Background: an optimization exercise with open tools, aiming at small area and a short achievable clock period. Do not read the settings as production practice.
Where RTL was checked, it was by simulation tests only, not by an equivalence proof against the original.
The flow treats the clock pin as an ideal source, which a real chip does not have.
No activity file was given, so power comes from the tool's default toggle rates.

// booth_recoded_multiplier
module booth_recoded_multiplier(clk, reset, multiplicand, multiplier, prod);
  input clk, reset;
  input [11:0] multiplicand, multiplier;
  output reg [23:0] prod;
  reg [11:0] A, B;
  wire [23:0] X, Y, P;
  wire p1;
  wire p2;
  wire p3;
  wire p4;
  wire p5;
  wire p6;
  wire p7;
  wire p8;
  wire p9;
  wire p10;
  wire p11;
  wire p12;
  wire p13;
  wire p14;
  wire p15;
  wire p16;
  wire p17;
  wire p18;
  wire p19;
  wire p20;
  wire p21;
  wire p22;
  wire p23;
  wire p24;
  wire p25;
  wire p26;
  wire p27;
  wire p28;
  wire p29;
  wire p30;
  wire p31;
  wire p32;
  wire p33;
  wire p34;
  wire p35;
  wire p36;
  wire p37;
  wire p38;
  wire p39;
  wire p40;
  wire p41;
  wire p42;
  wire p43;
  wire p44;
  wire p45;
  wire p46;
  wire p47;
  wire p48;
  wire p49;
  wire p50;
  wire p51;
  wire p52;
  wire p53;
  wire p54;
  wire p55;
  wire p56;
  wire p57;
  wire p58;
  wire p59;
  wire p60;
  wire p61;
  wire p62;
  wire p63;
  wire p64;
  wire p65;
  wire p66;
  wire p67;
  wire p68;
  wire p69;
  wire p70;
  wire p71;
  wire p72;
  wire p73;
  wire p74;
  wire p75;
  wire p76;
  wire p77;
  wire p78;
  wire p79;
  wire p80;
  wire p81;
  wire p82;
  wire p83;
  wire p84;
  wire p85;
  wire p86;
  wire p87;
  wire p88;
  wire p89;
  ...
Size in the first run: roughly 470 cells after synthesis, ~48 flip-flops, about 50 I/O pins.
Settings: LEC_CHECK=0, CAP_MARGIN=20, CORE_MARGIN=2, CORE_UTILIZATION=40, SLEW_MARGIN=20, SYNTH_HIERARCHICAL=1, SYNTH_MINIMUM_KEEP_SIZE=0; clock period 8.5 ns.
run.sh (not shown) runs the stock make flow with config.mk's settings and CLKGATE_MAP_FILE= SYNTH_SCRIPT=/design/flow/synth_recipe.tcl, a recipe that flattens the netlist after the stock synthesis.
Then changed:
==> flow/flow/run.sh (new file) <==
#!/bin/bash
# Standard layout, with each port buffered by the smallest buffer instead of the default.
set -euo pipefail
export BUFFER_PORTS_ARGS="-buffer_cell sky130_fd_sc_hd__buf_1"
bash standard.sh > flow_make.log 2>&1
==> flow/standard.sh (new file) <==
#!/bin/bash
# synth_recipe.tcl (not shown) runs the flow's synth.tcl, then flattens the netlist and writes it again
# the make line also repeats each setting of config.mk as NAME=value (left out here)
make -C /OpenROAD-flow-scripts/flow DESIGN_CONFIG=/design/flow/config.mk WORK_HOME=/design/flow/orfs CLKGATE_MAP_FILE= SYNTH_SCRIPT=/design/flow/synth_recipe.tcl "${@:-finish}"
CORE_UTILIZATION = 70   (was 40)
removed: flow/run.sh
Outcome:
- cell count fell by 11%
- synthesized area is unchanged
- wire length goes down by 1.2%
- cell area drops by 7.6%
- sequential share of layout area went up by 1.7 points
- fmax goes down by 0.89%
- clock-buffer cell count increases by 1
- global-route usage rose by 12 points
No functional check of the RTL was part of any run of this note.


Another version of the RTL of booth_recoded_multiplier (not shown whole).
Size in the first run: about 470 cells after synthesis, ~48 flip-flops.
// booth_recoded_multiplier
module booth_recoded_multiplier(clk, reset, multiplicand, multiplier, prod);
export LEC_CHECK = 0
export CAP_MARGIN = 20
export CORE_MARGIN = 2
export CORE_UTILIZATION = 75
export HOLD_SLACK_MARGIN = 0.05
export SLEW_MARGIN = 20
export SYNTH_HIERARCHICAL = 1
export SYNTH_MINIMUM_KEEP_SIZE = 0
create_clock -name core_clock -period 8.5 [get_ports {clk}]
standard.sh (not shown) runs the stock make flow with config.mk's settings and CLKGATE_MAP_FILE= SYNTH_SCRIPT=/design/flow/synth_recipe.tcl, a recipe that flattens the netlist after the stock synthesis.
==> flow/flow/run.sh <==
#!/bin/bash
set -euo pipefail
export BUFFER_PORTS_ARGS="-buffer_cell sky130_fd_sc_hd__buf_1"
export CTS_ARGS="-sink_clustering_enable -repair_clock_nets -dont_use_dummy_load"
bash standard.sh synth floorplan place cts > log_make_to_cts.txt 2>&1

R=orfs/results/${FLOW_PLATFORM}/booth_recoded_multiplier/base
mkdir -p skew
cp $R/4_cts.odb skew/4_cts_noskew.odb
export SKEW_SDC=$R/4_cts.sdc
export SKEW_LIB=$FLOW_HOME/platforms/${FLOW_PLATFORM}/lib/sky130_fd_sc_hd__tt_025C_1v80.lib
export SKEW_RC=$FLOW_HOME/platforms/${FLOW_PLATFORM}/setRC.tcl
chains=(
  "clkdlybuf4s50_1 clkbuf_16"
  "clkdlybuf4s50_1 clkdlybuf4s25_1 clkbuf_16"
  "clkdlybuf4s50_1 clkdlybuf4s50_1 clkbuf_16"
  "clkdlybuf4s50_1 clkdlybuf4s50_1 clkbuf_1 clkbuf_16"
  "clkdlybuf4s50_1 clkdlybuf4s50_1 clkbuf_2 clkbuf_16"
  "clkdlybuf4s50_1 clkdlybuf4s50_1 clkbuf_1 clkbuf_1 clkbuf_16"
  "clkdlybuf4s50_1 clkdlybuf4s50_1 clkbuf_2 clkbuf_2 clkbuf_16"
  "clkdlybuf4s50_1 clkdlybuf4s50_1 clkbuf_2 clkbuf_2 clkbuf_2 clkbuf_16"
  "clkdlybuf4s50_1 clkdlybuf4s50_1 clkdlybuf4s15_1 clkbuf_16"
  "clkdlybuf4s50_1 clkdlybuf4s50_1 clkdlybuf4s25_1 clkbuf_16"
  "clkdlybuf4s50_1 clkdlybuf4s50_1 clkdlybuf4s50_1 clkbuf_16"
)
# bases: the placed design as CTS left it, and after setup repair towards tighter targets
cp skew/4_cts_noskew.odb skew/base_0.odb
for m in 3.8; do
  ( REPAIR_IN=skew/4_cts_noskew.odb REPAIR_OUT=skew/base_$m.odb REPAIR_MARGIN=$m \
      openroad -no_splash -exit flow/repair.tcl > skew/repair_$m.log 2>&1 || true ) &
done
wait
n=0
for base in 0 3.8; do
  [ -f skew/base_$base.odb ] || continue
  for up in 0 1; do
   for split in 0 3; do
    for ch in "${chains[@]}"; do
      ( SKEW_IN=skew/base_$base.odb SKEW_HOLDFIX=0.05 SKEW_UPAB=$up SKEW_SPLIT=$split SKEW_SPLITCELL=clkbuf_8 SKEW_THR=1.4 SKEW_CHAIN="$ch" \
          SKEW_OUT=skew/try_$n.odb openroad -no_splash -exit flow/skew_apply.tcl > skew/try_$n.log 2>&1 || true ) &
      n=$((n + 1))
      while [ "$(jobs -rp | wc -l)" -ge "${NUM_CORES:-4}" ]; do sleep 0.5; done
    done
   done
  done
done
wait
best=$(grep -H SKEW_RESULT skew/try_*.log | sed -E 's/^skew\/try_([0-9]+)\.log:.*setup_after=([^ ]+) hold_after=([^ ]+) clkslew=([^ ]+) area=([^ ]+) sr2r=([^ ]+) sout=([^ ]+).*/\1 \2 \3 \4 \5 \6 \7/' \
  | awk -v p=$FLOW_PERIOD_NS '$4 < 0.100 { s = $2*1e9; r = $6 - 0.12; if (r < s) s = r; if ($7 < s) s = $7;
        printf "%s %.2f %.4f\n", $1, (p - s) * $5, $3*1e9 }' \
  | sort -k2,2g | awk 'NR==1{top=$2} $2<=top*1.002' | sort -k3,3gr | head -1 | cut -d' ' -f1)
grep -h SKEW_RESULT skew/try_*.log > skew/results.txt || true
if [ -n "$best" ] && [ -f skew/try_$best.odb ]; then
  echo "chosen: try_$best $(grep SKEW_RESULT skew/try_$best.log)" >> skew/results.txt
  cp skew/try_$best.odb $R/4_cts.odb
fi
rm -f skew/try_*.odb skew/base_*.odb
bash standard.sh route finish > log_make_route_finish.txt 2>&1
Other scripts of this flow, unchanged in this note and not shown: flow/flow/repair.tcl, flow/flow/skew_apply.tcl
Change:
--- a/flow/flow/run.sh
+++ b/flow/flow/run.sh
@@ -27,3 +27,3 @@
 cp skew/4_cts_noskew.odb skew/base_0.odb
-for m in 3.8; do
+for m in 3.7 3.8; do
   ( REPAIR_IN=skew/4_cts_noskew.odb REPAIR_OUT=skew/base_$m.odb REPAIR_MARGIN=$m \
@@ -33,3 +33,3 @@
 n=0
-for base in 0 3.8; do
+for base in 0 3.7 3.8; do
   [ -f skew/base_$base.odb ] || continue
- CORE_UTILIZATION: 75 -> 70
=> Area after synthesis does not change; wire length came out lower by 2.3%; sequential power is about the same; hold slack degrades by 0.011 ns; non-clock buffer count drops by 3; power came out lower by 3.2%; cell area went down by 0.46%.

==> re-timing with driven ports <==
How much do the figures lean on ideal ports? The routed layouts below were timed once more, with nothing changed but the port constraints. Step 1 sets driving cells, clkbuf_16 on the clock port and buf_2 on the other inputs (assumed; they add their load-dependent delay and slew). Step 2, shift: input delay + t, output delay - t, t = (earliest + latest rising clock arrival at the registers) / 2. This alone moves slack from input paths to output paths. a / b / c = no drivers / after step 1 / after step 2; a / b = the first two.
run | t, ns | slack for setup (ns) | hold WS [ns] | clock arrival spread, ns
the first run of note 1 | 0.342 | 3.676 / 3.676 / 3.676 | 0.743 / 0.743 / 0.743 | 0.007 / 0.006
the second run of note 1 | 0.329 | 3.632 / 3.632 / 3.632 | 0.781 / 0.781 / 0.781 | 0.009 / 0.009
the first run of note 2 | 0.774 | 4.959 / 4.913 / 4.957 | 0.078 / 0.079 / 0.079 | 1.172 / 1.170
the second run of note 2 | 0.830 | 4.893 / 4.829 / 4.916 | 0.067 / 0.068 / 0.068 | 1.270 / 1.269
In the first run of note 2 and the second run of note 2 the clock reaches the registers at very different times; t lies between them, and the last value is a rough guide only. For the first run of note 2, which loses most, drivers alone change the setup slack by -0.046 ns; drivers and shift together by -0.002 ns.
